This design comes from an exercise in tuning for small area, a short achievable clock period and few clock cycles per item on the open sky130 flow, not from production work.
At most, simulation tests tie the RTL to the original design; equivalence was not proved.
Function not checked in runs 2 and 3: the RTL went through the layout flow alone.
Power is estimated from default activity; no workload was simulated.

==> flow/design.v <==
module carry_save_adder_384 (
    input  [383:0] A_sum,
    input  [383:0] A_carry,
    input  [383:0] B,
    output [383:0] C_sum,
    output [383:0] C_carry
);
    assign C_sum   = A_sum ^ A_carry ^ B;   
    assign C_carry = (A_sum & A_carry) | (A_sum & B) | (A_carry & B);  
endmodule
`timescale 1ns / 1ps
module montgomery(
  input           clk,
  input           resetn,
  input           start,
  input  [380:0] in_a,
  input  [380:0] in_b,
  input  [380:0] in_m,
  input          out_read,
  output [380:0] result,
  output reg         done
    );
    localparam S0 = 3'b000;
    localparam S1 = 3'b001;
    localparam S2 = 3'b010;
    localparam S3 = 3'b011;
    localparam S4 = 3'b100;
    localparam S5 = 3'b101;
    localparam S6 = 3'b110;
    reg [2:0] state, next_state;
    reg [8:0] count;  
    reg done_next;
    reg start_buf, start_buf2;
    always @(posedge clk or negedge resetn) begin
        if (!resetn) begin
            start_buf <= 1'b0;
            start_buf2 <= 1'b0;
        end else begin
            start_buf <= start;
            start_buf2 <= start_buf;
        end
    end
    wire [383:0] C1_sum, C1_carry;
    wire [383:0] C2_sum, C2_carry;
    wire [383:0] C_sum_next, C_carry_next;
    reg [383:0] C_sum, C_carry;
    reg [383:0] C;
    reg [380:0] B_reg, A_reg, M_reg;
    reg [383:0] B2_reg, M2_reg, B3_reg, M3_reg;
    reg [384:0] M_neg_reg;
    wire [384:0] sub_out;
    reg [383:0] B_c, M_c;
    reg increment, reset_count;
    reg increment_next, reset_count_next;
    reg subtract;
    reg subtract_next;
    reg select_in;
    reg select_in_next;
    reg [1:0] select_C;  
    reg [1:0] select_C_next;
    always @(posedge clk or negedge resetn) begin
        if (!resetn) begin
            state <= S0;
        end else begin
            state <= next_state;
        end
    end
    always @(posedge clk or negedge resetn) begin
        if (!resetn) begin
            increment <= 1'b1;
            reset_count <= 1'b0;
            subtract <= 1'b0;
            select_in <= 1'b1;
            select_C <= 2'b00;
            done <= 1'b0;
        end else begin
            increment <= increment_next;
            reset_count <= reset_count_next;
            subtract <= subtract_next;
            select_in <= select_in_next;
            select_C <= select_C_next;
            done <= done_next;
        end
    end
    always @(*) begin
        case (state)
            S0: begin
                if (start_buf2) begin
                    next_state = S1;
                end else begin
                    next_state = S0;
                end
            end
            S1: begin
                if (count == 9'd189) begin
                    next_state = S2;
                end else begin
                    next_state = S1;
                end
            end
            S2: begin
                next_state = S3;
            end
            S3: begin
                next_state = S4;
            end
            S4: begin
                if (sub_out[384] == 1'b0) begin
                    next_state = S4;
                end else begin
                    next_state = S5;
                end
            end
            S5: begin
                if (out_read) begin
                    next_state = S0;
                end else begin
                    next_state = S5;
                end
            end
            default: begin
                next_state = S0;
            end
        endcase
    end
    always @(*) begin
        case (next_state)
            S0: begin
                select_in_next = 1'b1;
                done_next = 1'b0;
                increment_next = 1'b0;
                reset_count_next = 1'b1;
                subtract_next = 1'b0;
                select_C_next = 2'b00;
            end
            S1: begin
                select_in_next = 1'b0;
                done_next = 1'b0;
                increment_next = 1'b1;
                reset_count_next = 1'b0;
                subtract_next = 1'b0;
                select_C_next = 2'b10;
            end
            S2: begin
                select_in_next = 1'b0;
                done_next = 1'b0;
                increment_next = 1'b0;
                reset_count_next = 1'b0;
                subtract_next = 1'b1;
                select_C_next = 2'b01;
            end
            S3: begin
                select_in_next = 1'b0;
                done_next = 1'b0;
                increment_next = 1'b0;
                reset_count_next = 1'b0;
                subtract_next = 1'b1;
                select_C_next = 2'b11;
            end
            S4: begin
                select_in_next = 1'b0;
                done_next = 1'b0;
                increment_next = 1'b0;
                reset_count_next = 1'b0;
                subtract_next = 1'b0;
                select_C_next = 2'b01;
            end
            S5: begin
                select_in_next = 1'b0;
                done_next = 1'b1;
                increment_next = 1'b0;
                reset_count_next = 1'b0;
                subtract_next = 1'b0;
                select_C_next = 2'b00;
            end
            default: begin
                select_in_next = 1'b0;
                done_next = 1'b0;
                increment_next = 1'b0;
                reset_count_next = 1'b0;
                subtract_next = 1'b0;
                select_C_next = 2'b00;
            end
        endcase
    end
    always @(*) begin
        case (A_reg[1:0])
            2'b00: B_c = 384'b0;
            2'b01: B_c = {3'b0, B_reg};
            2'b10: B_c = B2_reg;
            2'b11: B_c = B3_reg;
            default: B_c = 384'b0;
        endcase
    end
    carry_save_adder_384 csa1 (
        .A_sum   (C_sum   ),
        .A_carry (C_carry << 1 ),
        .B       (B_c  ),
        .C_sum   (C1_sum   ),
        .C_carry (C1_carry )
    );
    wire [1:0] r, u;
    assign u = (C1_sum[1:0] + {C1_carry[0], 1'b0}) & 2'b11;  
    always @(*) begin
        if (u == 2'b00 || (state == S2 && u[0] == 1'b0) ) begin
            M_c = 384'b0;
        end else if (state == S2 && u[0] == 1'b1) begin
            M_c = {3'b0, M_reg};
        end else if ({u, M_reg[1:0]} == 4'b0101 || {u, M_reg[1:0]} == 4'b1111) begin
            M_c = M3_reg;
        end else if (u == 2'b10) begin
            M_c = M2_reg;
        end else if ({u, M_reg[1:0]} == 4'b1101 || {u, M_reg[1:0]} == 4'b0111) begin
            M_c = {3'b0, M_reg};
        end else begin
            M_c = 384'b0;
        end
    end
    carry_save_adder_384 csa2 (
        .A_sum   (C1_sum   ),
        .A_carry (C1_carry << 1),
        .B       (M_c  ),
        .C_sum   (C2_sum   ),
        .C_carry (C2_carry )
    );
    wire [3:0] k = C2_sum[1:0] + {C2_carry[1:0], 1'b0};
    wire [383:0] Correction_sum_in, Correction_carry_in, Correction_term;
    assign Correction_sum_in   = (state == S2) ? (C2_sum >> 1) : (C2_sum >> 2);
    assign Correction_carry_in = (state == S2) ? ({C2_carry[383:1], 1'b0}) : ({1'b0, C2_carry[383:2], 1'b0});
    assign Correction_term     = (state == S2) ? ({383'b0, C2_carry[0]}) : ({383'b0, (k[3] | k[2])} );
    carry_save_adder_384 csa_correction (
        .A_sum   (Correction_sum_in   ),
        .A_carry (Correction_carry_in),
        .B       (Correction_term  ),
        .C_sum   (C_sum_next   ),
        .C_carry (C_carry_next )
    );
    assign sub_out = C + M_neg_reg;
    always @(posedge clk or negedge resetn) begin
        if (!resetn) begin
            B_reg <= 381'b0;
            M_reg <= 381'b0;
            M2_reg <= 384'b0;
            M3_reg <= 384'b0;
            M_neg_reg <= 384'b0;
        end else begin
            if ((state == S0) & (!start_buf2)) begin
                B_reg <= in_b;
                M_reg <= in_m;
                M2_reg <= {2'b0, in_m, 1'b0};
                M3_reg <= {3'b0, in_m} + {2'b0, in_m, 1'b0};
                M_neg_reg <= -{3'b0, in_m};
            end else begin
                B_reg <= B_reg;
                M_reg <= M_reg;
                M2_reg <= M2_reg;
                M3_reg <= M3_reg;
                M_neg_reg <= M_neg_reg;
            end
        end
    end
    always @(posedge clk or negedge resetn) begin
        if (!resetn) begin
            A_reg <= 381'b0;
        end else begin
            if ((state == S0)) begin
                if (!start_buf2) begin
                    A_reg <= in_a;
                end else begin
                    A_reg <= A_reg;
                end
            end else begin
                A_reg <= A_reg >> 2;
            end
        end
    end
    always @(posedge clk or negedge resetn) begin
        if (!resetn) begin 
            C_sum <= 384'b0;
            C_carry <= 384'b0;
            B2_reg <= 384'b0;
            B3_reg <= 384'b0;
        end else if (state == S0) begin
            B2_reg <= {2'b0, B_reg, 1'b0};
            B3_reg <= {3'b0, B_reg} + {2'b0, B_reg, 1'b0};
            C_sum <= 384'b0;
            C_carry <= 384'b0;
        end else begin 
            B2_reg <= B2_reg;
            B3_reg <= B3_reg;
            C_sum <= C_sum_next;
            C_carry <= C_carry_next;
        end
    end
    always @(posedge clk or negedge resetn) begin
        if (!resetn) begin
            C <= 384'b0;
        end else begin
            case (state)
                S0: begin
                    C <= 384'b0;
                end
                S1: begin
                    C <= C_sum + {C_carry, 1'b0};
                end
                S2: begin
                    C <= C_sum + {C_carry, 1'b0};
                end
                S3: begin
                    C <= C_sum + {C_carry, 1'b0};
                end
                S4: begin
                    C <= sub_out[384] ? C : sub_out[383:0];
                end
                S5: begin
                    C <= C;
                end
                default: begin
                    C <= 384'b0;
                end
            endcase
        end
    end
    always @(posedge clk or negedge resetn) begin
        if (!resetn) begin
            count <= 9'd0;
        end else begin
            if (reset_count) begin
                count <= 9'd0;
            end else if (increment) begin
                count <= count + 9'd1;
            end else begin
                count <= count;
            end
        end
    end
    assign result = C[380:0];
endmodule
==> flow/run.sh <==
#!/bin/bash
# synth_recipe.tcl (not shown) runs the flow's synth.tcl, then flattens the netlist and writes it again
# the make line also repeats each setting of config.mk as NAME=value (left out here)
make -C /OpenROAD-flow-scripts/flow DESIGN_CONFIG=/design/flow/config.mk WORK_HOME=/design/flow/orfs CLKGATE_MAP_FILE= SYNTH_SCRIPT=/design/flow/synth_recipe.tcl finish
==> flow/config.mk <==
export PLATFORM = sky130hd
export DESIGN_NAME = montgomery
export DESIGN_NICKNAME = montgomery
export VERILOG_FILES = /design/flow/design.v
export SDC_FILE = /design/flow/constraint.sdc
export NUM_CORES = 8
export LEC_CHECK = 0
export CAP_MARGIN = 40
export CORE_MARGIN = 2
export CORE_UTILIZATION = 30
export SLEW_MARGIN = 40
==> flow/constraint.sdc <==
create_clock -name core_clock -period 10.0 [get_ports {clk}]
set_input_delay 2.0000 -clock core_clock [delete_from_list [all_inputs] [get_ports {clk}]]
set_output_delay 2.0000 -clock core_clock [all_outputs]
set_load 0.01 [all_outputs]
==> results of run 1 <==
-- area by class of cell --
cell class / instances / area (um2) / area share, %
multi-input combinational: 31543 / 210000 / 56.9
sequential: 3839 / 96100 / 26.0
timing repair buffer: 2124 / 21100 / 5.71
tap: 14097 / 17600 / 4.77
clock buffer: 648 / 13500 / 3.67
inverter: 1803 / 6770 / 1.83
clock inverter: 246 / 3460 / 0.936
antenna: 254 / 636 / 0.172
-- kinds of logic after synthesis --
group | Yosys count
AOI/OAI and AO/OA | 11813
buffers and inverters | 4299
and+or+nand+nor | 13238
DFF | 3839
muxes | 1543
xor gates and xnor gates | 1883
adders and majority gates | 3066
-- layer usage --
layer	global-route usage, %	up-vias
met3	14.7	2490
met1	47.6	157069
li1	-	139249
met5	0.197	-
met4	15.7	204
met2	40.3	15944
-- final timing paths --
path	start	end	slack, ns	cells after the start
worst max-delay path	C_sum[30]	C[383]	1.60	20
min in group asynchronous	resetn	B_reg[9]	0.69	1
max in group asynchronous	resetn	C[265]	6.89	5
worst min-delay path	start_buf	start_buf2	0.37	0
worst max register to register	C_sum[30]	C[383]	1.60	20
worst min register to register	start_buf	start_buf2	0.37	0
-- power groups by stage --
stage	combinational [mW]	sequential, mW	clock, mW
after floorplan	70.0	26.8	0
after CTS	116	31.0	19.5
after global routing	130	31.8	20.1
after global placement	114	31.1	0
after detailed placement	115	31.1	0
final	121	31.3	19.3
-- cell usage in the layout, fill, tap and decap left out, types with 1078 or more instances in the layout --
master and n:
nand2_1 7110, dfrtp_1 3835, clkdlybuf4s50_1 1527, a21o_1 1078, o21ai_0 4290, a21oi_1 3213
ha_1 2297, nor2_1 2407, inv_1 1803, mux2i_1 1149, xnor2_1 1163
-- metrics by stage --
step	worst slack, ns	power (mW)	area (um2)
after CTS	1.83	167	368000
after global routing	1.59	182	369000
after global placement	0.381	145	348000
after detailed placement	0.657	146	351000
after floorplan	3.81	96.8	321000
final	1.60	172	370000
-- synth_stat cells (all sizes together), types with 757 or more instances --
| cell type | instances |
|---|---|
| nand4 | 1023 |
| ha | 2298 |
| mux2i | 1150 |
| xnor2 | 1341 |
| clkbuf | 1934 |
| a21oi | 3224 |
| o21ai | 4372 |
| a21o | 1081 |
| nor2 | 2421 |
| a22o | 757 |
| nand2 | 7119 |
| and2 | 846 |
| inv | 1803 |
| dfrtp | 3838 |
| fa | 768 |
-- critical path: cells and delay by family, from the launching register on --
kind,cells,cell delay (ns)
AO/OA/AOI/OAI,15,5.46
flip-flops,1,0.40
XOR/XNOR,1,0.69
buffers and inverters,2,0.44
adder cells (fa/ha/maj),1,0.40
AND/OR/NAND/NOR,1,0.75
==> results by group, run 1 <==
Outcome
  • Status: timing/DRC/antenna clean

Synth
  • Ranking of synthesized cells by area: dfrtp_1 (30%), ha_1 (9.0%), nand2_1 (8.3%)
  • Net count after synthesis: 43894
  • Share of synthesized area spent on multiplexers: 4.97%
  • Complex-gate fraction of the synthesized area: 22.4%
  • Asr flop ratio synth: 100%
  • Number of flip-flops and latches in the synthesized netlist: 3839
  • Synth Instances: 39681
  • XOR/XNOR Fraction of Synth Area: just over 5%
  • Cell taking the most area after synthesis: dfrtp_1
  • Yosys cell types: 115
  • Synthesized area per cell: 8.08 um2
  • Post-Synthesis Cell Area: 321000 um2
  • Post-synthesis share of cell area spent on and, or, nand and nor gates: 18.2%
  • Synth Warn #: 1
  • Most used flip-flop cell after synthesis: dfrtp_1
  • Sequential area share after synthesis: 30.0%
  • Number of synthesized flops with an enable pin: 0
  • Combinational family with the most area after synthesis: compound AO/OA/AOI/OAI gates
  • Share of synthesized cell area in full adder, half adder and majority cells: 13.8%
  • Share of the synthesized area in the top cell type: ~30%

Die
  • I/O pins: 1529
  • Cell row count: 379
  • Area of the die: 1080000 um2
  • Initial core utilization: 30.1%
  • Core Area: between 1000000 and 1500000 um2
  • Die boundary height: 1.04 mm
  • Die width: approximately 1.0 mm

Clock network
  • CTS sink count: approximately 3800
  • Cts bufs inserted: 480
  • H-tree levels: 5
  • Buffer cell driving the clock tree root: clkbuf_16
  • Post CTS Setup Buffer Count: 0
  • Post-cts gate resize count: 0
  • Post-CTS Hold Buffers: 0
  • Post-CTS clock slew at the launch and capture registers of the worst setup and hold paths: 0.06 ns
  • Clock network latency to the later pin of the worst-skew pair: 1.24 ns
  • Clock tree from TritonCTS: built
  • Largest buffer count on any clock path: 5

Min path
  • Hold/Removal Path Class: register to register

STA
  • Worst setup skew after layout: 0.131 ns
  • Slew headroom: 24.9%
  • Crit path time final: 8.40 ns
  • Final sum of negative setup slack: 0 ns
  • Count of pins over their slew limit: 0
  • Upper clock frequency limit: 0.119 GHz
  • Number of failing hold endpoints at the final stage: 0
  • RSZ-0062 raised after global routing: false
  • Final worst hold slack: 0.369 ns
  • Tcrit/Tclk final: about 84%
  • Total setup violations reported at the end of the flow: 0
  • Pin slew with the least headroom to its limit: 1.10 ns

Setup path
  • Critical path's largest stage delay: 0.75 ns
  • Slowest library cell on the worst path: nand2_1
  • Biggest fanout along the worst timing path: 5
  • Cells traversed along the worst timing path: ha_1 > nand2_1 > o21ai_0 > a311oi_1 > a211oi_2 > buf_4 > a211oi_1 > o21ai_2 > a41oi_1 > o21a_1 > o31a_1 > o41ai_2 > buf_4 > a31o_2 > a31o_2 > a31oi_1 > o21ai_0 > a21oi_1 > xor2_2 > o221ai_1
  • Required time of the critical path: 10.97 ns
  • Type of the worst setup path: register to register
  • Crit. End Element: register
  • Arrival time at the worst endpoint: between 9 and 10 ns
  • Startpoint class of the critical path: register

Drt
  • Sum of met2 wire segment lengths after detailed routing: 654 mm
  • Top routing layer used: met5
  • Number of DRC markers in iteration 0: 42052
  • Post-detailed-route count of antenna-violating nets: 0
  • Wl on met1: roughly 830 mm
  • Via count: between 300k and 400k
  • Post-route DRC: 0
  • Met3 wirelength from detailed routing: 249 mm
  • Routed wire length: between 1500 and 2000 mm
  • Post-detailed-route via-to-cell ratio: 5.77
  • Routed length per instance: around 34 um
  • Drt pass-1 iters: 7

Placement
  • Total instance count after detailed placement: 53391
  • Placed wire-length estimate: 1560 mm
  • Quantity of I/O buffers inserted on ports: roughly 1500
  • Gp weighted congestion: 1.08

Global route
  • Maximum number of pins on one net before global-route repair: around 260
  • Via count of the first global-routing pass: 293987
  • Initial antenna violation count: 458
  • All-Layer GR Usage: between 30% and 40%
  • Wire length of the first global-routing pass: 2480 mm
  • Total overflow reported by the global router: 0

Pwr
  • Leakage power figure: 160 nW
  • Cell-internal power: around 76 mW
  • Power density normalized to cell area: 466 nW/um2
  • Share of total power consumed by net switching: between 50% and 60%
  • Part of the total power dissipated in the clock network: between 10% and 20%
  • Part of the power in combinational logic: 70.6%
  • Peak ir drop on the vdd network: around 0.51 mV
  • Net Switching: 96.0 mW
  • Register share of total power: between 15 and 20%

Finish
  • Fraction of layout cells with a size suffix above 1: roughly 6.3%
  • Non-Filler Instances: 54554
  • Fillers: 112867
  • Layout Nets: 44004
  • Post-Route Utilization: 34.7%
  • Syn-to-layout area delta: 15.3%

Job
  • Max cap viols: 0
Testbench counts, summed over its fixed seeds: cycles 37,858, items 192.
==> run 2: changes to the inputs <==
==> flow/design.v (replaced) <==
`timescale 1ns / 1ps
module montgomery(
  input           clk,
  input           resetn,
  input           start,
  input  [380:0]  in_a,
  input  [380:0]  in_b,
  input  [380:0]  in_m,
  input           out_read,
  output [380:0]  result,
  output reg      done
);
  localparam W = 386;    
  reg  [383:0] S;        
  reg  [381:0] C;        
  reg          corr;     
  reg        m_it;       
  reg        m_rs;       
  reg        first;      
  reg        safe;       
  reg  [7:0] cnt;        
  reg        d_one, d_two, d_neg;        
  reg        q_one, q_two, q_neg;        
  reg        k_one, y_neg;               
  reg        n_hi, n_lo, cur_hi;         
  wire [W-1:0] Bx = {{(W-381){1'b0}}, in_b};
  wire [W-1:0] Mx = {{(W-381){1'b0}}, in_m};
  wire [W-1:0] S_ext = {{2{S[383]}}, S};
  wire [W-1:0] C_ext = {{(W-382){1'b0}}, C};
  wire [W-1:0] S_in = ({W{m_it}} & S_ext) | ({W{m_rs}} & {S_ext[W-3:0], 2'b00});
  wire [W-1:0] C_in = ({W{m_it}} & C_ext) | ({W{m_rs}} & {C_ext[W-3:0], 2'b00});
  wire [W-1:0] Zoc = (({W{d_one}} & Bx) | ({W{d_two}} & {Bx[W-2:0], 1'b0})) ^ {W{d_neg}};
  wire [W-1:0] X;
  assign X[0]       = corr & m_it;
  assign X[1]       = Zoc[0];
  assign X[2]       = Zoc[1] | (corr & m_rs);
  assign X[W-1:3]   = Zoc[W-2:2];
  wire [W-1:0] Ysel = ({W{q_one}} & Mx) | ({W{q_two}} & {Mx[W-2:0], 1'b0})
                    | ({W{k_one}} & {Mx[W-3:0], 2'b00});
  wire [W-1:0] Y;
  assign Y[0]     = q_one;
  assign Y[1]     = Ysel[1] ^ q_neg;
  assign Y[2]     = (Ysel[2] & ~k_one) ^ q_neg | k_one;
  assign Y[W-1:3] = Ysel[W-1:3] ^ {(W-3){y_neg}};
  wire [W-1:0] sum1 = S_in ^ C_in ^ X;
  wire [W-1:0] cy1  = {(S_in[W-2:0] & C_in[W-2:0]) | (S_in[W-2:0] & X[W-2:0]) | (C_in[W-2:0] & X[W-2:0]), d_neg};
  wire [W-1:0] P    = sum1 ^ cy1 ^ Y;
  wire [W-1:0] Q    = {(sum1[W-2:0] & cy1[W-2:0]) | (sum1[W-2:0] & Y[W-2:0]) | (cy1[W-2:0] & Y[W-2:0]), d_neg};
  wire [1:0]   u      = P[W-1:W-2] + Q[W-1:W-2];
  wire [383:0] S_next = {u[1], u[0], P[W-3:2]};
  wire [381:0] C_next = Q[W-3:2];
  wire         corr_next = P[1] | P[0];
  wire         cz     = ~|C_next;
  wire         sgn    = u[1];
  function [2:0] booth(input hi, input lo, input pr);
    begin
      booth[0] = lo ^ pr;                            
      booth[1] = (hi & ~lo & ~pr) | (~hi & lo & pr);  
      booth[2] = hi & ~(lo & pr);                     
    end
  endfunction
  wire [2:0] nd = m_it ? booth(n_hi, n_lo, cur_hi) : booth(in_a[1], in_a[0], 1'b0);
  wire [511:0] ax = {131'b0, in_a};
  wire a_hi = ax[{cnt, 1'b1}];
  wire a_lo = ax[{cnt, 1'b0}];
  wire       zoc0 = (nd[0] & in_b[0]) ^ nd[2];
  wire [1:0] t0 = {1'b0, P[2]} + {1'b0, Q[2]} + {1'b0, corr_next} + {nd[2], 1'b0}
                + {P[3] ^ Q[3] ^ zoc0, 1'b0};
  wire [1:0] qq = in_m[1] ? t0 : (2'd0 - t0);
  wire signed [15:0] vhat = $signed(S[383:370]) + $signed({1'b0, C[381:370]});
  wire signed [15:0] mt   = $signed({5'b0, in_m[380:370]});
  wire conf   = in_m[380];
  wire est_hi = conf & (vhat >= mt - 16'sd1);    
  wire est_lo = conf & (vhat <= -16'sd2);        
  wire last = (cnt == 8'd192);
  wire go   = ~m_it & ~m_rs & start;
  wire to_it = go | (m_it & ~last);
  always @(posedge clk) begin
    S    <= S_next;
    C    <= C_next;
    corr <= corr_next;
    n_hi   <= m_it ? a_hi : in_a[3];
    n_lo   <= m_it ? a_lo : in_a[2];
    cur_hi <= m_it ? n_hi : in_a[1];
  end
  always @(posedge clk or negedge resetn) begin
    if (!resetn) begin
      m_it <= 1'b0; m_rs <= 1'b0; first <= 1'b0; safe <= 1'b0; done <= 1'b0;
      cnt <= 8'd0;
      d_one <= 1'b0; d_two <= 1'b0; d_neg <= 1'b0;
      q_one <= 1'b0; q_two <= 1'b0; q_neg <= 1'b0;
      k_one <= 1'b0; y_neg <= 1'b0;
    end else begin
      d_one <= to_it & nd[0];
      d_two <= to_it & nd[1];
      d_neg <= to_it & nd[2];
      q_one <= to_it & qq[0];
      q_two <= to_it & (qq == 2'd2);
      q_neg <= to_it & (qq == 2'd3);
      cnt   <= go ? 8'd2 : cnt + 8'd1;
      k_one <= 1'b0;
      y_neg <= to_it & (qq == 2'd3);
      if (go) begin
        m_it <= 1'b1;
      end else if (m_it) begin
        if (last) begin
          m_it  <= 1'b0;
          m_rs  <= 1'b1;
          first <= 1'b1;
        end
      end else if (m_rs & ~done) begin
        if (first) begin
          first <= 1'b0;
          safe  <= conf;
          k_one <= est_hi | est_lo;
          y_neg <= est_hi;
        end else if (cz) begin
          if (sgn) begin
            k_one <= 1'b1;
            safe  <= 1'b1;
          end else if (safe) begin
            done  <= 1'b1;
          end else begin
            k_one <= 1'b1;
            y_neg <= 1'b1;
            safe  <= 1'b1;
          end
        end
      end else if (done & out_read) begin
        done <= 1'b0;
        m_rs <= 1'b0;
      end
    end
  end
  assign result = S[380:0];
endmodule
==> run 2 against run 1 <==
Final cell count shrank 82%. Combinational power shrank 76%. Global-route usage shrank 4.5 points. Maximum frequency grew 29%. Sequential share of layout area shrank 6.7 points. Largest power group unchanged.
==> results by group, run 2 <==
Drt
  • Top routing layer used: met5
  • Met3 wirelength from detailed routing: 29.1 mm
  • Routed wire length: 319 mm
  • Via count: between 50000 and 60000
  • Routed length per instance: 31.7 um
  • Post-route DRC: 0
  • Sum of met2 wire segment lengths after detailed routing: 147 mm
  • Number of DRC markers in iteration 0: between 7000 and 8000
  • Post-detailed-route via-to-cell ratio: 5.62
  • Post-detailed-route count of antenna-violating nets: 0
  • Wl on met1: 117 mm
  • Drt pass-1 iters: 15

Die
  • Area of the die: 217000 um2
  • Die width: 465 um
  • Core Area: 212000 um2
  • I/O pins: 1529
  • Cell row count: 169
  • Die boundary height: 465 um
  • Initial core utilization: a little under a third

Setup path
  • CP Buf/Inv Count: 5
  • Biggest fanout along the worst timing path: 74
  • Crit. End Element: register
  • Type of the worst setup path: register to register
  • Startpoint class of the critical path: register
  • Arrival time at the worst endpoint: 7.13 ns
  • Required time of the critical path: 10.62 ns
  • Reg-to-reg startpoint: d_neg
  • Worst path top cell family by delay: simple AND/OR/NAND/NOR gates
  • Slowest library cell on the worst path: nor4_1
  • Cells traversed along the worst timing path: buf_4 > inv_8 > buf_12 > buf_4 > xnor2_1 > fa_1 > inv_1 > fa_1 > nor4_1 > nand4_1 > nor4_1 > nand2_1 > nor2_1 > o21a_1 > o21ai_0 > a211oi_1
  • Critical path's largest stage delay: 0.69 ns
  • First element of the critical path: d_neg

Finish
  • Register containing the most flip-flops in the final layout: S
  • Commonest cells after routing, fill and taps aside: clkdlybuf4s50_1 (1527), a22oi_1 (1154), xnor2_1 (790)
  • Layout Nets: approximately 9000
  • Largest register FFs: between 300 and 400
  • Post-Route Utilization: 39.1%
  • Fraction of layout cells with a size suffix above 1: roughly 5%
  • Syn-to-layout area delta: 29.7%
  • Non-Filler Instances: slightly above 10000
  • Most common library cell in the layout ignoring fill and taps: clkdlybuf4s50_1
  • Fillers: about 21000

Synth
  • Number of flip-flops and latches in the synthesized netlist: 791
  • Share of the synthesized area in the top cell type: roughly 24%
  • Synth Instances: 6230
  • Synth Warn #: 1
  • Asr flop ratio synth: under 10%
  • Most numerous cell types in the synthesized netlist: a22oi_1 (1154), xnor2_1 (790), inv_1 (787)
  • Post-synthesis share of cell area spent on and, or, nand and nor gates: 2.63%
  • Share of synthesized cell area in full adder, half adder and majority cells: 24.8%
  • Yosys cell types: 70
  • Leading cell type by number of instances after synthesis: a22oi_1
  • Cell taking the most area after synthesis: dfxtp_1
  • Share of synthesized area spent on multiplexers: 2.67%
  • Number of synthesized flops with an enable pin: 0
  • XOR/XNOR Fraction of Synth Area: a little over a tenth
  • Combinational family with the most area after synthesis: adder cells
  • Ranking of synthesized cells by area: dfxtp_1 (24%), fa_1 (24%), a22oi_1 (14%)
  • Net count after synthesis: 8180
  • Most used flip-flop cell after synthesis: dfxtp_1
  • Post-Synthesis Cell Area: 63900 um2
  • Sequential area share after synthesis: 25.0%
  • Synthesized area per cell: 10.2 um2
  • Complex-gate fraction of the synthesized area: 21.6%

STA
  • Pin slew with the least headroom to its limit: 0.882 ns
  • Total setup violations reported at the end of the flow: 0
  • Final WS setup: 3.50 ns
  • RSZ-0062 raised after global routing: false
  • Slew headroom: about two fifths
  • Number of failing hold endpoints at the final stage: 0
  • Upper clock frequency limit: 0.154 GHz
  • Tcrit/Tclk final: 65.0%
  • Worst setup skew after layout: 0.0993 ns
  • Final sum of negative setup slack: 0 ns
  • Count of pins over their slew limit: 0
  • Crit path time final: 6.50 ns

Clock network
  • Post CTS Setup Buffer Count: 0
  • Post-cts gate resize count: 0
  • Largest buffer count on any clock path: 3
  • Post-CTS clock slew at the launch and capture registers of the worst setup and hold paths: 0.06 ns
  • Post-CTS Hold Buffers: 0
  • H-tree levels: 3
  • Clock network latency to the later pin of the worst-skew pair: 0.76 ns
  • Clock tree from TritonCTS: built
  • Cts bufs inserted: 100
  • Buffer cell driving the clock tree root: clkbuf_16
  • CTS sink count: 791

Global route
  • All-Layer GR Usage: 28.4%
  • Total overflow reported by the global router: 0
  • Maximum number of pins on one net before global-route repair: 154
  • Wire length of the first global-routing pass: roughly 440 mm
  • Initial antenna violation count: around 140
  • Via count of the first global-routing pass: 57343

Job
  • Max cap viols: 0

Pwr
  • Leakage power figure: 32.6 nW
  • Power density normalized to cell area: 484 nW/um2
  • Peak ir drop on the vdd network: 0.281 mV
  • Overall power consumption: 40.1 mW

Placement
  • Total instance count after detailed placement: slightly below 10000
  • Placed wire-length estimate: roughly 260 mm
  • Post-placement worst setup slack: 2.79 ns
  • Gp weighted congestion: 0.980
  • Quantity of I/O buffers inserted on ports: 1528

Outcome
  • Status: timing/DRC/antenna clean

Min path
  • Beginning of the worst hold path: n_hi
  • Hold/Removal Path Class: register to register
-- run 2: per-stage QoR --
stage	hold slack, ns	area [um2]
final	0.498	82800
after global routing	0.527	82800
after CTS	0.503	82500
after detailed placement	0.489	78900
after global placement	0.478	78800
after floorplan	0.454	63900
-- run 2: logic make-up (layout without fill, tap and decap cells) --
group / count (synthesis) / after routing
DFF: 791 / 791
buffers and inverters: 1690 / 2593
adders and majority gates: 803 / 803
other: 0 / 108
AOI/OAI and AO/OA: 1725 / 1725
xor gates and xnor gates: 801 / 801
muxes: 115 / 115
and+or+nand+nor: 305 / 305
-- run 2: where the power goes --
part	internal, mW	switching, mW	total (mW)
combinational	11.8	16.6	28.5
sequential	5.66	2.00	7.66
clock	2.36	1.62	3.98
total	19.8	20.3	40.1
-- run 2: worst paths after layout --
kind,slack (ns),endpoint,cells after the start
max,3.50,k_one,16
min,0.50,cur_hi,2
min reg2reg,0.50,cur_hi,2
min in group asynchronous,1.30,d_two,1
max in group asynchronous,8.19,m_rs,1
max reg2reg,3.50,k_one,16
-- run 2: cell type report --
class | instances | area, um2 | share of cell area (%)
well taps | 2821 | 3530 | 4.26
clock buffers | 136 | 2870 | 3.46
flip-flops and latches | 791 | 16000 | 19.3
clock inverters | 47 | 719 | 0.869
repair buffers | 1619 | 16300 | 19.6
diodes | 108 | 270 | 0.326
multi-input cells | 3749 | 40200 | 48.6
inverters | 791 | 2980 | 3.59
-- run 2: per-layer routing --
metal | track usage, % | vias to the layer above
met5 | 0 | -
met4 | 20.7 | 20
met3 | 7.31 | 672
met2 | 45.0 | 3325
met1 | 33.2 | 28787
li1 | - | 23738
-- run 2: worst min-delay path, cell delays in order (launching register included) --
cell     delay [ns]
dfxtp_1        0.32
nand2_1        0.07
nand2_1        0.06
==> run 3: changes to the inputs <==
--- a/flow/design.v
+++ b/flow/design.v
@@ -50,8 +50,8 @@
   wire [383:0] S_next = {u[1], u[0], P[W-3:2]};
   wire [381:0] C_next = Q[W-3:2];
   wire         corr_next = P[1] | P[0];
-  wire         cz     = ~|C_next;
-  wire         sgn    = u[1];
+  wire         cz     = ~|C;
+  wire         sgn    = S[383];
   function [2:0] booth(input hi, input lo, input pr);
     begin
       booth[0] = lo ^ pr;                            
@@ -67,11 +67,11 @@
   wire [1:0] t0 = {1'b0, P[2]} + {1'b0, Q[2]} + {1'b0, corr_next} + {nd[2], 1'b0}
                 + {P[3] ^ Q[3] ^ zoc0, 1'b0};
   wire [1:0] qq = in_m[1] ? t0 : (2'd0 - t0);
-  wire signed [15:0] vhat = $signed(S[383:370]) + $signed({1'b0, C[381:370]});
-  wire signed [15:0] mt   = $signed({5'b0, in_m[380:370]});
+  wire [14:0] vh   = {1'b0, ~S[383], S[382:370]} + {3'b000, C[381:370]};
+  wire [14:0] mt   = {4'b0, in_m[380:370]};
   wire conf   = in_m[380];
-  wire est_hi = conf & (vhat >= mt - 16'sd1);    
-  wire est_lo = conf & (vhat <= -16'sd2);        
+  wire est_hi = conf & (vh >= mt + 15'd8191);    
+  wire est_lo = conf & (vh <= 15'd8190);         
   wire last = (cnt == 8'd192);
   wire go   = ~m_it & ~m_rs & start;
   wire to_it = go | (m_it & ~last);
@@ -114,7 +114,7 @@
           safe  <= conf;
           k_one <= est_hi | est_lo;
           y_neg <= est_hi;
-        end else if (cz) begin
+        end else if (cz & ~k_one) begin
           if (sgn) begin
             k_one <= 1'b1;
             safe  <= 1'b1;
==> run 3 against run 2 <==
Synthesized area is essentially flat. Final cell count fell by 0.26%. First-iteration DRC count up 1.1%. Synthesized cell count fell by 0.11%. Total power shrank 8.8%. Register-to-register slack improved by 1.7 ns. Global-route usage grew 0.91 points. Largest power group unchanged.
==> results by group, run 3 <==
Outcome
  • Status: timing/DRC/antenna clean

Synth
  • Ranking of synthesized cells by area: dfxtp_1 (24%), fa_1 (24%), a22oi_1 (14%)
  • Share of synthesized area spent on multiplexers: 2.75%
  • Share of the synthesized area in the top cell type: 24.1%
  • Asr flop ratio synth: 2.65%
  • Most used flip-flop cell after synthesis: dfxtp_1
  • Share of synthesized cell area in full adder, half adder and majority cells: 24.8%
  • Complex-gate fraction of the synthesized area: 21.6%
  • Synth Warn #: 1
  • XOR/XNOR Fraction of Synth Area: 11.0%
  • Post-Synthesis Cell Area: 63900 um2
  • Post-synthesis share of cell area spent on and, or, nand and nor gates: 2.53%
  • Synth Instances: 6223
  • Most numerous cell types in the synthesized netlist: a22oi_1 (1163), inv_1 (795), xnor2_1 (790)
  • Number of flip-flops and latches in the synthesized netlist: around 790
  • Net count after synthesis: 8172
  • Number of synthesized flops with an enable pin: 0
  • Leading cell type by number of instances after synthesis: a22oi_1
  • Sequential area share after synthesis: between 20 and 25%
  • Synthesized area per cell: 10.3 um2
  • Cell taking the most area after synthesis: dfxtp_1
  • Yosys cell types: roughly 70
  • Combinational family with the most area after synthesis: adder cells

STA
  • Slew headroom: 40.0%
  • Tcrit/Tclk final: 53.8%
  • Final WS setup: between 4 and 5 ns
  • Pin slew with the least headroom to its limit: between 0.8 and 0.9 ns
  • Final worst hold slack: roughly 0.55 ns
  • Count of pins over their slew limit: 0
  • Crit path time final: 5.38 ns
  • Upper clock frequency limit: 0.186 GHz
  • Worst setup skew after layout: 0.0741 ns
  • RSZ-0062 raised after global routing: false
  • Final sum of negative setup slack: 0 ns
  • Number of failing hold endpoints at the final stage: 0
  • Total setup violations reported at the end of the flow: 0

Clock network
  • Largest buffer count on any clock path: 3
  • Post CTS Setup Buffer Count: 0
  • Clock tree from TritonCTS: built
  • Post-CTS clock slew at the launch and capture registers of the worst setup and hold paths: 0.05 ns
  • Cts bufs inserted: around 100
  • CTS sink count: 791
  • Clock network latency to the later pin of the worst-skew pair: approximately 0.77 ns
  • Post-cts gate resize count: 0
  • H-tree levels: 3
  • Post-CTS Hold Buffers: 0
  • Buffer cell driving the clock tree root: clkbuf_16

Global route
  • Via count of the first global-routing pass: ~57000
  • All-Layer GR Usage: between 20% and 30%
  • Wire length of the first global-routing pass: between 400 and 500 mm
  • Initial antenna violation count: around 140
  • Total overflow reported by the global router: 0
  • Maximum number of pins on one net before global-route repair: 192

Drt
  • Routed wire length: 330 mm
  • Post-detailed-route count of antenna-violating nets: 0
  • Drt pass-1 iters: 14
  • Post-detailed-route via-to-cell ratio: about 5.6
  • Via count: 56684
  • Routed length per instance: 32.8 um
  • Post-route DRC: 0
  • Number of DRC markers in iteration 0: roughly 8000

Min path
  • Hold/Removal Path Class: register to register

Setup path
  • Type of the worst setup path: input port to register
  • Crit. End Element: register
  • Required time of the critical path: 10.64 ns
  • Arrival time at the worst endpoint: about 6.0 ns
  • Startpoint class of the critical path: input port
  • Biggest fanout along the worst timing path: 5

Finish
  • Storage cell area: 16000 um2
  • Commonest cells after routing, fill and taps aside: clkdlybuf4s50_1 (1524), a22oi_1 (1163), inv_1 (795)
  • Most common library cell in the layout ignoring fill and taps: clkdlybuf4s50_1
  • Layout Nets: around 9000
  • Area used by multi-input combinational logic: 40100 um2
  • Largest register FFs: 384
  • Fraction of layout cells with a size suffix above 1: under 10%
  • Fillers: 20868
  • Syn-to-layout area delta: 29.3%
  • Register containing the most flip-flops in the final layout: S
  • Post-Route Utilization: 39.0%
  • Non-Filler Instances: between 10000 and 15000

Die
  • Area of the die: 217000 um2
  • Die boundary height: between 400 and 500 um
  • Initial core utilization: 30.1%
  • I/O pins: about 1500
  • Die width: 465 um
  • Cell row count: 169
  • Core Area: 212000 um2

Placement
  • Post-placement worst setup slack: 3.94 ns
  • Quantity of I/O buffers inserted on ports: 1528
  • Gp weighted congestion: just over 1
  • Total instance count after detailed placement: 9749
  • Placed wire-length estimate: 269 mm

Job
  • Max cap viols: 0

Pwr
  • Peak ir drop on the vdd network: 0.326 mV
  • Leakage power figure: 31.9 nW
  • Power density normalized to cell area: 443 nW/um2
==> run 3: cell families (layout without fill, tap and decap cells) <==
family,Yosys count,in the layout
AO/OA/AOI/OAI,1721,1721
adder cells (fa/ha/maj),802,802
AND/OR/NAND/NOR,295,295
XOR/XNOR,799,799
flip-flops,791,791
multiplexers,117,117
buffers and inverters,1698,2591
other,0,99
==> run 3: worst max-delay path, stage by stage <==
cell	delay [ns]
clkdlybuf4s50_1	0.60
inv_1	0.19
ha_1	0.20
nand2_1	0.10
nor3_1	0.26
nand2b_1	0.16
nor4_1	0.25
xnor2_1	0.13
ha_1	0.34
a21oi_1	0.13
o21ai_0	0.10
a21o_1	0.16
a2111oi_0	0.75
o21ai_0	0.27
a221o_1	0.38
==> run 3: per-layer routing <==
| metal | global-route usage [%] | routed length, um |
|---|---|---|
| met5 | 0 | 228 |
| met4 | 18.7 | 21300 |
| met3 | 7.64 | 32200 |
| met2 | 44.9 | 148000 |
| met1 | 36.6 | 127000 |
==> run 3: final timing paths <==
check,from,to,cells after the start,slack (ns)
worst max-delay path,in_m[370],y_neg,15,4.63
worst min-delay path,done,done,2,0.55
worst max register to register,m_rs,y_neg,12,5.24
worst min register to register,done,done,2,0.55
max in group asynchronous,resetn,m_rs,1,8.15
min in group asynchronous,resetn,first,1,1.29
==> run 3: metrics by stage <==
| step | cell area (um2) | total power, mW |
|---|---|---|
| 6_report | 82600 | 36.6 |
| 5_1_grt | 82600 | 40.3 |
| 4_1_cts | 82200 | 36.8 |
| 3_5_place_dp | 78800 | 32.6 |
| 3_3_place_gp | 78500 | 31.2 |
| 2_1_floorplan | 63900 | 24.1 |
==> run 3: layout make-up <==
class                           count  share of cell area [%]
Antenna cell                       99                   0.300
Clock buffer                      150                    3.63
Clock inverter                     35                   0.536
Inverter                          797                    3.63
Multi-Input combinational cell   3734                    48.6
Sequential cell                   791                    19.4
Tap cell                         2821                    4.27
Timing Repair Buffer             1609                    19.7
==> run 3: where the power goes <==
group	internal, mW	leakage (nW)	total, mW	switching [mW]
Clock	2.23	1.69	3.86	1.63
Combinational	10.5	23.5	24.3	13.9
Sequential	5.69	6.74	8.35	2.66
Total	18.4	31.9	36.6	18.2
==> run 4: changes to the inputs <==
--- a/flow/design.v
+++ b/flow/design.v
@@ -12,7 +12,7 @@
 );
   localparam W = 386;    
   reg  [383:0] S;        
-  reg  [381:0] C;        
+  reg  [383:0] C;        
   reg          corr;     
   reg        m_it;       
   reg        m_rs;       
@@ -25,10 +25,11 @@
   reg        n_hi, n_lo, cur_hi;         
   wire [W-1:0] Bx = {{(W-381){1'b0}}, in_b};
   wire [W-1:0] Mx = {{(W-381){1'b0}}, in_m};
-  wire [W-1:0] S_ext = {{2{S[383]}}, S};
-  wire [W-1:0] C_ext = {{(W-382){1'b0}}, C};
-  wire [W-1:0] S_in = ({W{m_it}} & S_ext) | ({W{m_rs}} & {S_ext[W-3:0], 2'b00});
-  wire [W-1:0] C_in = ({W{m_it}} & C_ext) | ({W{m_rs}} & {C_ext[W-3:0], 2'b00});
+  wire [1:0]   u     = S[383:382] + C[383:382];
+  wire [W-1:0] S_ext = {{(W-383){u[1]}}, u[0], S[381:0]};
+  wire [W-1:0] C_ext = {{(W-382){1'b0}}, C[381:0]};
+  wire [W-1:0] S_in = m_it ? S_ext : m_rs ? {S_ext[W-3:0], 2'b00} : {W{1'b0}};
+  wire [W-1:0] C_in = m_it ? C_ext : m_rs ? {C_ext[W-3:0], 2'b00} : {W{1'b0}};
   wire [W-1:0] Zoc = (({W{d_one}} & Bx) | ({W{d_two}} & {Bx[W-2:0], 1'b0})) ^ {W{d_neg}};
   wire [W-1:0] X;
   assign X[0]       = corr & m_it;
@@ -46,12 +47,11 @@
   wire [W-1:0] cy1  = {(S_in[W-2:0] & C_in[W-2:0]) | (S_in[W-2:0] & X[W-2:0]) | (C_in[W-2:0] & X[W-2:0]), d_neg};
   wire [W-1:0] P    = sum1 ^ cy1 ^ Y;
   wire [W-1:0] Q    = {(sum1[W-2:0] & cy1[W-2:0]) | (sum1[W-2:0] & Y[W-2:0]) | (cy1[W-2:0] & Y[W-2:0]), d_neg};
-  wire [1:0]   u      = P[W-1:W-2] + Q[W-1:W-2];
-  wire [383:0] S_next = {u[1], u[0], P[W-3:2]};
-  wire [381:0] C_next = Q[W-3:2];
+  wire [383:0] S_next = P[W-1:2];
+  wire [383:0] C_next = Q[W-1:2];
   wire         corr_next = P[1] | P[0];
-  wire         cz     = ~|C;
-  wire         sgn    = S[383];
+  wire         cz     = ~|C[381:0];
+  wire         sgn    = u[1];
   function [2:0] booth(input hi, input lo, input pr);
     begin
       booth[0] = lo ^ pr;                            
@@ -67,11 +67,10 @@
   wire [1:0] t0 = {1'b0, P[2]} + {1'b0, Q[2]} + {1'b0, corr_next} + {nd[2], 1'b0}
                 + {P[3] ^ Q[3] ^ zoc0, 1'b0};
   wire [1:0] qq = in_m[1] ? t0 : (2'd0 - t0);
-  wire [14:0] vh   = {1'b0, ~S[383], S[382:370]} + {3'b000, C[381:370]};
-  wire [14:0] mt   = {4'b0, in_m[380:370]};
+  wire [8:0] vh   = {1'b0, ~S_ext[383], S_ext[382:376]} + {3'd0, C[381:376]} + 9'd1;
   wire conf   = in_m[380];
-  wire est_hi = conf & (vh >= mt + 15'd8191);    
-  wire est_lo = conf & (vh <= 15'd8190);         
+  wire est_hi = conf & (vh >= {4'd4, in_m[380:376]});    
+  wire est_lo = conf & (vh <= 9'd127);                     
   wire last = (cnt == 8'd192);
   wire go   = ~m_it & ~m_rs & start;
   wire to_it = go | (m_it & ~last);
==> flow/flow/run.sh (new file) <==
#!/bin/bash
set -euo pipefail
export BUFFER_PORTS_ARGS="-buffer_cell sky130_fd_sc_hd__buf_1"
export SETUP_SLACK_MARGIN=6.5
bash standard.sh finish > standard_flow.log 2>&1
==> flow/standard.sh (new file) <==
#!/bin/bash
# synth_recipe.tcl (not shown) runs the flow's synth.tcl, then flattens the netlist and writes it again
# the make line also repeats each setting of config.mk as NAME=value (left out here)
make -C /OpenROAD-flow-scripts/flow DESIGN_CONFIG=/design/flow/config.mk WORK_HOME=/design/flow/orfs CLKGATE_MAP_FILE= SYNTH_SCRIPT=/design/flow/synth_recipe.tcl "${@:-finish}"
removed: flow/run.sh
==> run 4 against run 3 <==
Final area down 13%. Sequential share of layout area up 3.1 points. Sequential power down 0.8%. Synthesized area down 3.6%. Still clean on timing, DRC and antenna. Largest cell class unchanged. Global-route usage up 3.9 points.
==> results by group, run 4 <==
STA
  • Worst setup skew after layout: 0.0445 ns
  • Number of failing hold endpoints at the final stage: 0
  • Tcrit/Tclk final: between 40% and 50%
  • Final worst hold slack: 0.541 ns
  • Final sum of negative setup slack: 0 ns
  • Total setup violations reported at the end of the flow: 0
  • Slew headroom: roughly 37%
  • RSZ-0062 raised after global routing: true
  • Upper clock frequency limit: about 0.22 GHz
  • Pin slew with the least headroom to its limit: 0.932 ns
  • Crit path time final: around 4.5 ns
  • Count of pins over their slew limit: 0

Clock network
  • Largest buffer count on any clock path: 3
  • Clock tree from TritonCTS: built
  • Post-CTS Hold Buffers: 0
  • Clock network latency to the later pin of the worst-skew pair: just under 0.8 ns
  • CTS sink count: a little under 800
  • Buffer cell driving the clock tree root: clkbuf_16
  • Cts bufs inserted: 98
  • Post-CTS clock slew at the launch and capture registers of the worst setup and hold paths: 0.06 ns
  • H-tree levels: 3

Drt
  • Drt pass-1 iters: 15
  • Routed length per instance: around 40 um
  • Via count: 55800
  • Number of DRC markers in iteration 0: about 9000
  • Post-detailed-route count of antenna-violating nets: 0
  • Post-detailed-route via-to-cell ratio: 6.10
  • Routed wire length: 362 mm
  • Post-route DRC: 0

Finish
  • Commonest cells after routing, fill and taps aside: buf_1 (1367), xnor2_1 (777), fa_1 (770)
  • Syn-to-layout area delta: 16.1%
  • Layout Cell Area excl Fill: slightly above 70000 um2
  • Layout Nets: 8193
  • Most common library cell in the layout ignoring fill and taps: buf_1
  • Fraction of layout cells with a size suffix above 1: a little under a tenth

Placement
  • Placed wire-length estimate: 294 mm
  • Quantity of I/O buffers inserted on ports: 1528
  • Post-placement cell area: 66700 um2
  • Gp weighted congestion: 1.03

Synth
  • Number of flip-flops and latches in the synthesized netlist: between 700 and 800
  • Net count after synthesis: between 7000 and 8000
  • Post-Synthesis Cell Area: 61600 um2
  • Most used flip-flop cell after synthesis: dfxtp_1
  • Synthesized area per cell: about 11 um2
  • Share of the synthesized area in the top cell type: around a quarter
  • Leading cell type by number of instances after synthesis: xnor2_1
  • Most numerous cell types in the synthesized netlist: xnor2_1 (777), dfxtp_1 (772), fa_1 (770)
  • Asr flop ratio synth: 2.65%
  • Synth Instances: around 5400
  • Synth Warn #: 1
  • Sequential area share after synthesis: 25.9%
  • Yosys cell types: ~70
  • Ranking of synthesized cells by area: dfxtp_1 (25%), fa_1 (25%), xnor2_1 (11%)
  • Number of synthesized flops with an enable pin: 0
  • Cell taking the most area after synthesis: dfxtp_1

Setup path
  • Type of the worst setup path: input port to register
  • Biggest fanout along the worst timing path: 3
  • Required time of the critical path: roughly 11 ns
  • Endpoint of the lowest-slack register-to-register path: y_neg
  • CP Capture Point: y_neg
  • First element of the critical path: in_b[0]
  • FF-to-FF setup slack: between 5 and 6 ns
  • Crit. End Element: register
  • Startpoint class of the critical path: input port
  • Reg-to-reg startpoint: d_neg
  • Reg2Reg Depth: 15
  • Arrival time at the worst endpoint: 5.10 ns

Global route
  • Maximum number of pins on one net before global-route repair: 174
  • Initial antenna violation count: 192
  • Wire length of the first global-routing pass: 478 mm
  • Total overflow reported by the global router: 0
  • Via count of the first global-routing pass: 54952
  • All-Layer GR Usage: 33.2%

Pwr
  • Register share of total power: 22.3%
  • Net Switching: ~18 mW
  • Cell-internal power: 18.7 mW
  • Peak ir drop on the vdd network: 0.343 mV
  • Part of the total power dissipated in the clock network: 10.1%
  • Share of total power consumed by net switching: 49.6%
  • Leakage power figure: around 25 nW
  • Part of the power in combinational logic: a little under 70%
  • Power density normalized to cell area: 520 nW/um2

Die
  • Initial core utilization: around 30%
  • Die width: 457 um
  • Core Area: 204000 um2
  • Area of the die: 209000 um2
  • I/O pins: roughly 1500
  • Die boundary height: 457 um
  • Cell row count: between 150 and 200

Job
  • Max cap viols: 0

Outcome
  • Status: timing/DRC/antenna clean

Min path
  • Hold/Removal Path Class: register to register
-- run 4: cell count changes in the layout (fill, tap and decap cells not counted), moves of 19 or more --
cell	delta
mux2i_1	+24
buf_1	+1367
diode_2	+19
inv_1	-768
clkdlybuf4s50_1	-1524
buf_4	+27
buf_2	+114
dfxtp_2	+36
a22o_1	+751
a22oi_1	-765
dfxtp_1	-37
-- run 4: metrics by stage --
stage	std cells	setup WS, ns	utilization (%)	total power [mW]
2_1_floorplan	5429	5.19	-	24.7
3_3_place_gp	8815	4.51	32.5	31.0
3_5_place_dp	8822	4.63	32.6	32.1
4_1_cts	9016	5.65	34.7	36.8
5_1_grt	9120	5.39	34.9	40.2
6_report	9147	5.54	35.0	37.2
-- run 4: cell families after synthesis --
| group | count (synthesis) | synth area share (%) |
|---|---|---|
| buf+inv | 932 | 8.25 |
| fa+ha+maj | 786 | 25.4 |
| simple gates | 303 | 2.70 |
| compound gates | 1701 | 23.8 |
| mux | 130 | 2.86 |
| flops | 793 | 25.9 |
| xor+xnor | 784 | 11.1 |
-- run 4: power groups by stage --
stage	clock network, mW	registers, mW	logic, mW
after floorplan	0	6.68	18.0
after global placement	0	8.30	22.7
after detailed placement	0	8.31	23.8
after CTS	3.80	8.23	24.7
after global routing	3.92	8.37	27.9
final	3.76	8.28	25.1
-- run 4: layout make-up --
cell class,instances,area [um2]
well taps,2688,3360
inverters,30,113
repair buffers,1633,7640
clock inverters,39,468
diodes,118,295
multi-input cells,3704,40700
flip-flops and latches,793,16100
clock buffers,142,2840
fillers,20909,133000
-- run 4: worst max-delay path, stage by stage --
cell	delay, ns
buf_8	0.11
a22oi_2	0.15
xnor2_1	0.15
nand2_1	0.09
fa_1	0.49
inv_1	0.05
fa_1	0.51
inv_2	0.05
fa_1	0.51
nand2b_1	0.08
xnor2_1	0.21
xnor2_1	0.16
xor2_1	0.25
nor3b_2	0.09
inv_1	0.09
o211ai_1	0.10
-- run 4: timing repair --
item / in CTS / in global routing
gates cloned: 5 / 3
endpoints found under the setup margin: 792 / 402
pin swaps: 1 / 7
buffers inserted: 8 / 5
resized for setup: 287 / 23
-- run 4: per-layer routing --
metal  routed length, um  part of all wire, %  track usage (%)
met1              124000                   34             37.7
met2              164000                   45             51.5
met3               38700                   11             9.43
met4               34800                  9.6             28.2
met5                 302                0.083                0
-- run 4: worst min-delay path by stage --
stage / cells after the start / startpoint / slack, ns / to
final: 2 / first / 0.54 / first
after global routing: 2 / n_hi / 0.60 / cur_hi
after CTS: 2 / first / 0.55 / first
after detailed placement: 2 / first / 0.54 / first
after global placement: 2 / first / 0.53 / first
after floorplan: 2 / n_hi / 0.45 / cur_hi
Testbench counts of run 4, summed over its fixed seeds: cycles 38,216, items 192.
==> run 5: changes to the inputs <==
--- a/flow/design.v
+++ b/flow/design.v
@@ -23,8 +23,11 @@
   reg        q_one, q_two, q_neg;        
   reg        k_one, y_neg;               
   reg        n_hi, n_lo, cur_hi;         
-  wire [W-1:0] Bx = {{(W-381){1'b0}}, in_b};
-  wire [W-1:0] Mx = {{(W-381){1'b0}}, in_m};
+  reg  [2:0]   b_lo;
+  reg  [3:0]   m_lo;
+  reg  [4:0]   m_hi;
+  wire [W-1:0] Bx = {{(W-381){1'b0}}, in_b[380:3], b_lo};
+  wire [W-1:0] Mx = {{(W-381){1'b0}}, in_m[380:4], m_lo};
   wire [1:0]   u     = S[383:382] + C[383:382];
   wire [W-1:0] S_ext = {{(W-383){u[1]}}, u[0], S[381:0]};
   wire [W-1:0] C_ext = {{(W-382){1'b0}}, C[381:0]};
@@ -52,6 +55,8 @@
   wire         corr_next = P[1] | P[0];
   wire         cz     = ~|C[381:0];
   wire         sgn    = u[1];
+  wire last = (cnt == 8'd192);
+  wire go   = ~m_it & ~m_rs & start;
   function [2:0] booth(input hi, input lo, input pr);
     begin
       booth[0] = lo ^ pr;                            
@@ -61,18 +66,27 @@
   endfunction
   wire [2:0] nd = m_it ? booth(n_hi, n_lo, cur_hi) : booth(in_a[1], in_a[0], 1'b0);
   wire [511:0] ax = {131'b0, in_a};
-  wire a_hi = ax[{cnt, 1'b1}];
-  wire a_lo = ax[{cnt, 1'b0}];
-  wire       zoc0 = (nd[0] & in_b[0]) ^ nd[2];
-  wire [1:0] t0 = {1'b0, P[2]} + {1'b0, Q[2]} + {1'b0, corr_next} + {nd[2], 1'b0}
-                + {P[3] ^ Q[3] ^ zoc0, 1'b0};
-  wire [1:0] qq = in_m[1] ? t0 : (2'd0 - t0);
+  wire [7:0]   cnt_next = go ? 8'd2 : cnt + 8'd1;
+  reg  [11:0]  g_hi, g_lo;
+  integer gi;
+  always @(posedge clk) begin
+    for (gi = 0; gi < 12; gi = gi + 1) begin
+      g_hi[gi] <= ax[{gi[3:0], cnt_next[3:0], 1'b1}];
+      g_lo[gi] <= ax[{gi[3:0], cnt_next[3:0], 1'b0}];
+    end
+  end
+  wire a_hi = g_hi[cnt[7:4]];
+  wire a_lo = g_lo[cnt[7:4]];
+  wire [1:0] t0;
+  assign t0[0] = P[2] ^ Q[2] ^ corr_next;
+  assign t0[1] = ((P[2] & Q[2]) | (P[2] & corr_next) | (Q[2] & corr_next))
+               ^ P[3] ^ Q[3] ^ (nd[0] & b_lo[0]);
+  wire [1:0] qq = m_it ? {t0[1] ^ (t0[0] & ~m_lo[1]), t0[0]}
+                       : {in_a[0] & in_b[0], 1'b0};
   wire [8:0] vh   = {1'b0, ~S_ext[383], S_ext[382:376]} + {3'd0, C[381:376]} + 9'd1;
-  wire conf   = in_m[380];
-  wire est_hi = conf & (vh >= {4'd4, in_m[380:376]});    
+  wire conf   = m_hi[4];
+  wire est_hi = conf & (vh >= {4'd4, m_hi});             
   wire est_lo = conf & (vh <= 9'd127);                     
-  wire last = (cnt == 8'd192);
-  wire go   = ~m_it & ~m_rs & start;
   wire to_it = go | (m_it & ~last);
   always @(posedge clk) begin
     S    <= S_next;
@@ -81,6 +95,11 @@
     n_hi   <= m_it ? a_hi : in_a[3];
     n_lo   <= m_it ? a_lo : in_a[2];
     cur_hi <= m_it ? n_hi : in_a[1];
+    if (~m_it & ~m_rs) begin
+      b_lo <= in_b[2:0];
+      m_lo <= in_m[3:0];
+      m_hi <= in_m[380:376];
+    end
   end
   always @(posedge clk or negedge resetn) begin
     if (!resetn) begin
@@ -96,7 +115,7 @@
       q_one <= to_it & qq[0];
       q_two <= to_it & (qq == 2'd2);
       q_neg <= to_it & (qq == 2'd3);
-      cnt   <= go ? 8'd2 : cnt + 8'd1;
+      cnt   <= cnt_next;
       k_one <= 1'b0;
       y_neg <= to_it & (qq == 2'd3);
       if (go) begin
==> run 5 against run 4 <==
Maximum frequency increased by 27%. Global-route usage decreased by 1.2 points. Die area increased by 1.0%. Via count increased by 2.0%. Routed wire length decreased by 2.6%. Hold slack got worse by 0.073 ns. First-iteration DRC count decreased by 5.0%. Final cell count increased by 2.4%. Critical path depth decreased by 15. Register-to-register slack improved by 0.70 ns. Utilization decreased by 0.069 points. Highest routed layer unchanged.
==> results by group, run 5 <==
Die
  • Cell row count: 167
  • Die width: 460 um
  • Area of the die: roughly 210000 um2
  • I/O pins: 1529
  • Die boundary height: ~460 um
  • Initial core utilization: 30.1%
  • Core Area: just over 200000 um2

Synth
  • Synthesized area per cell: 11.0 um2
  • Number of synthesized flops with an enable pin: 12
  • Share of the synthesized area in the top cell type: approximately a quarter
  • Yosys cell types: 59
  • Ranking of synthesized cells by area: dfxtp_1 (26%), fa_1 (25%), xnor2_1 (11%)
  • Asr flop ratio synth: roughly 2.5%
  • Sequential area share after synthesis: 27.0%
  • Leading cell type by number of instances after synthesis: dfxtp_1
  • Post-Synthesis Cell Area: 62200 um2
  • Most numerous cell types in the synthesized netlist: dfxtp_1 (796), xnor2_1 (773), fa_1 (769)
  • Synth Warn #: 1
  • Most used flip-flop cell after synthesis: dfxtp_1
  • Net count after synthesis: approximately 7600
  • Number of flip-flops and latches in the synthesized netlist: 829
  • Synth Instances: roughly 5700
  • Cell taking the most area after synthesis: dfxtp_1

STA
  • Worst setup skew after layout: 0.0478 ns
  • Count of pins over their slew limit: 0
  • Pin slew with the least headroom to its limit: 0.945 ns
  • RSZ-0062 raised after global routing: true
  • Crit path time final: around 3.5 ns
  • Upper clock frequency limit: 0.285 GHz
  • Total setup violations reported at the end of the flow: 0
  • Tcrit/Tclk final: around a third
  • Number of failing hold endpoints at the final stage: 0
  • Slew headroom: 36.4%
  • Final worst hold slack: 0.468 ns
  • Final sum of negative setup slack: 0 ns

Setup path
  • Reg-to-reg startpoint: q_one
  • Arrival time at the worst endpoint: 1.51 ns
  • Critical path's largest stage delay: 0.45 ns
  • Count of cell instances traversed by the critical path: 1
  • Worst path top cell family by delay: flip-flops
  • Startpoint class of the critical path: register
  • Slowest library cell on the worst path: dfxtp_1
  • First element of the critical path: S[160]
  • Reg2Reg Depth: 5
  • Biggest fanout along the worst timing path: 3
  • Cells traversed along the worst timing path: clkbuf_4
  • Required time of the critical path: approximately 8 ns
  • CP Buf/Inv Count: 1
  • Type of the worst setup path: register to primary output
  • Crit. End Element: primary output

Placement
  • Total instance count after detailed placement: 9014
  • Quantity of I/O buffers inserted on ports: 1528
  • Gp weighted congestion: 1.04
  • Placed wire-length estimate: 281 mm

Outcome
  • Status: timing/DRC/antenna clean

Drt
  • Drt pass-1 iters: 15
  • Met3 wirelength from detailed routing: about 40 mm
  • Via count: 56891
  • Top routing layer used: met5
  • Sum of met2 wire segment lengths after detailed routing: between 150 and 200 mm
  • Routed length per instance: roughly 38 um
  • Post-route DRC: 0
  • Post-detailed-route count of antenna-violating nets: 0
  • Routed wire length: 353 mm
  • Post-detailed-route via-to-cell ratio: 6.07
  • Number of DRC markers in iteration 0: just under 9000
  • Wl on met1: 123 mm

Pwr
  • Cell-internal power: 17.0 mW
  • Peak ir drop on the vdd network: approximately 0.20 mV
  • Part of the power in combinational logic: 66.0%
  • Net Switching: 16.6 mW
  • Leakage power figure: around 26 nW
  • Register share of total power: 22.6%
  • Part of the total power dissipated in the clock network: 11.4%
  • Power density normalized to cell area: around 470 nW/um2
  • Share of total power consumed by net switching: 49.4%

Finish
  • Layout Nets: roughly 8400
  • Commonest cells after routing, fill and taps aside: buf_1 (1340), xnor2_1 (773), fa_1 (769)
  • Syn-to-layout area delta: 15.9%
  • Most common library cell in the layout ignoring fill and taps: buf_1
  • Fraction of layout cells with a size suffix above 1: 8.02%
  • Post-Route Utilization: a little over a third
  • Fillers: 21156
  • Non-Filler Instances: 9368

Global route
  • All-Layer GR Usage: 32.0%
  • Initial antenna violation count: 190
  • Wire length of the first global-routing pass: 469 mm
  • Maximum number of pins on one net before global-route repair: approximately 180
  • Via count of the first global-routing pass: 55378
  • Total overflow reported by the global router: 0

Clock network
  • CTS sink count: 829
  • Post-CTS Hold Buffers: 0
  • Clock network latency to the later pin of the worst-skew pair: 0.76 ns
  • H-tree levels: 3
  • Largest buffer count on any clock path: 3
  • Post-CTS clock slew at the launch and capture registers of the worst setup and hold paths: 0.06 ns
  • Buffer cell driving the clock tree root: clkbuf_16
  • Cts bufs inserted: around 100
  • Clock tree from TritonCTS: built

Min path
  • Beginning of the worst hold path: first
  • Hold depth: 1
  • Hold/Removal Path Class: register to register

Job
  • Max cap viols: 0
## run 5: cell count changes after synthesis, moves of 21 or more
| cell | previous run | this run |
|---|---|---|
| nand2_1 | 51 | 217 |
| mux2i_1 | 72 | 3 |
| o221ai_1 | 1 | 68 |
| buf_2 | 16 | 70 |
| and3_1 | 3 | 49 |
| o21ai_0 | 28 | 73 |
| nand3_1 | 19 | 52 |
| a21oi_1 | 33 | 61 |
| mux4_2 | 34 | 7 |
| a221oi_1 | 26 | 0 |
| a311oi_1 | 2 | 26 |
| dfxtp_1 | 772 | 796 |
| mux2_2 | 22 | 0 |
| o22ai_1 | 2 | 23 |
## run 5: final cells by class
class / instances / area, um2 / area share, %
tap: 2704 / 3380 / 4.69
clock inverter: 28 / 357 / 0.494
multi-input combinational: 3877 / 40400 / 56.0
antenna: 115 / 288 / 0.399
sequential: 829 / 16900 / 23.5
inverter: 28 / 155 / 0.215
clock buffer: 163 / 3030 / 4.20
timing repair buffer: 1624 / 7580 / 10.5
## run 5: routing by layer
metal / up-vias / GRT usage (%)
met5: - / 0
met4: 74 / 24.7
met3: 956 / 10.0
met2: 3912 / 49.5
met1: 29192 / 36.7
li1: 22757 / -
## run 5: worst reg2reg max path, stage by stage, from the launching register on
cell,delay [ns]
dfrtp_4,0.81
buf_8,0.58
buf_8,0.57
a222oi_1,0.31
xnor2_1,0.55
fa_1,0.51
## run 5: power groups by stage
stage,Sequential [mW],Clock [mW],Combinational [mW]
after floorplan,6.36,0,16.1
after global placement,7.70,0,20.2
after detailed placement,7.70,0,21.1
after CTS,7.55,3.88,22.0
after global routing,7.66,4.00,24.6
final,7.59,3.83,22.2
## run 5: cells by family after synthesis
family / Yosys count / share of synthesized area (%)
AOI/OAI and AO/OA: 1802 / 24.4
buffers and inverters: 955 / 8.24
DFF: 829 / 27.0
adders and majority gates: 786 / 25.1
xor gates and xnor gates: 783 / 11.0
and+or+nand+nor: 491 / 3.95
muxes: 10 / 0.302
## run 5: final timing paths
kind	endpoint	slack, ns
worst max-delay path	result[160]	6.49
worst min-delay path	k_one	0.47
worst max register to register	S[181]	6.56
worst min register to register	k_one	0.47
max in group asynchronous	q_two	8.13
min in group asynchronous	cnt[2]	1.32
## run 5: repair_timing
action | 4_1_cts | 5_1_grt
setup endpoints to repair | 913 | 95
cloned | 12 | 1
resized for setup | 292 | 19
buffers inserted | 22 | 10
pin swaps | 2 | 0
hold endpoints to repair | 0 | 0
## run 5: stage by stage
| step | total power [mW] | setup slack (ns) | area, um2 |
|---|---|---|---|
| 6_report | 33.6 | 6.49 | 72100 |
| 2_1_floorplan | 22.5 | 6.55 | 62200 |
| 3_5_place_dp | 28.7 | 4.55 | 67100 |
| 4_1_cts | 33.4 | 6.49 | 71600 |
| 5_1_grt | 36.3 | 6.44 | 72000 |
| 3_3_place_gp | 27.9 | 4.56 | 67000 |
Testbench counts of run 5, summed over its fixed seeds: cycles 38,216, items 192.

==> what the ideal ports hide <==
No port has a modelled driver above. Below, the same layouts with a new extraction and two added sets of constraints. Step 1 (the two cells are an assumption about what drives the block):
set clk [get_ports {clk}]
set_driving_cell -lib_cell sky130_fd_sc_hd__clkbuf_16 $clk
set_driving_cell -lib_cell sky130_fd_sc_hd__buf_2 [delete_from_list [all_inputs] $clk]
Step 2 moves the port delays by t, midway between the first and last clock arrival at a register: inputs arrive t later, outputs are due t later. That takes back most of the time a late clock gives input paths. Slacks: ideal / step 1 / step 2; pairs: ideal / step 1.
run	shift t [ns]	setup WS [ns]	worst hold slack (ns)	cell pins on the clock port's net
run 1	1.316	1.595 / 1.595 / 0.353	0.369 / 0.369 / 0.369	1
run 2	0.811	3.498 / 3.498 / 2.994	0.498 / 0.498 / 0.498	1
run 3	0.822	4.625 / 4.690 / 3.868	0.546 / 0.546 / 0.546	1
run 4	0.853	5.538 / 5.577 / 4.724	0.541 / 0.541 / 0.541	1
run 5	0.829	6.495 / 6.400 / 5.695	0.468 / 0.468 / 0.468	1
After both steps every run listed still meets setup and hold. For run 1, which loses most, drivers alone change the setup slack by 0.000 ns; drivers and shift together by -1.242 ns.
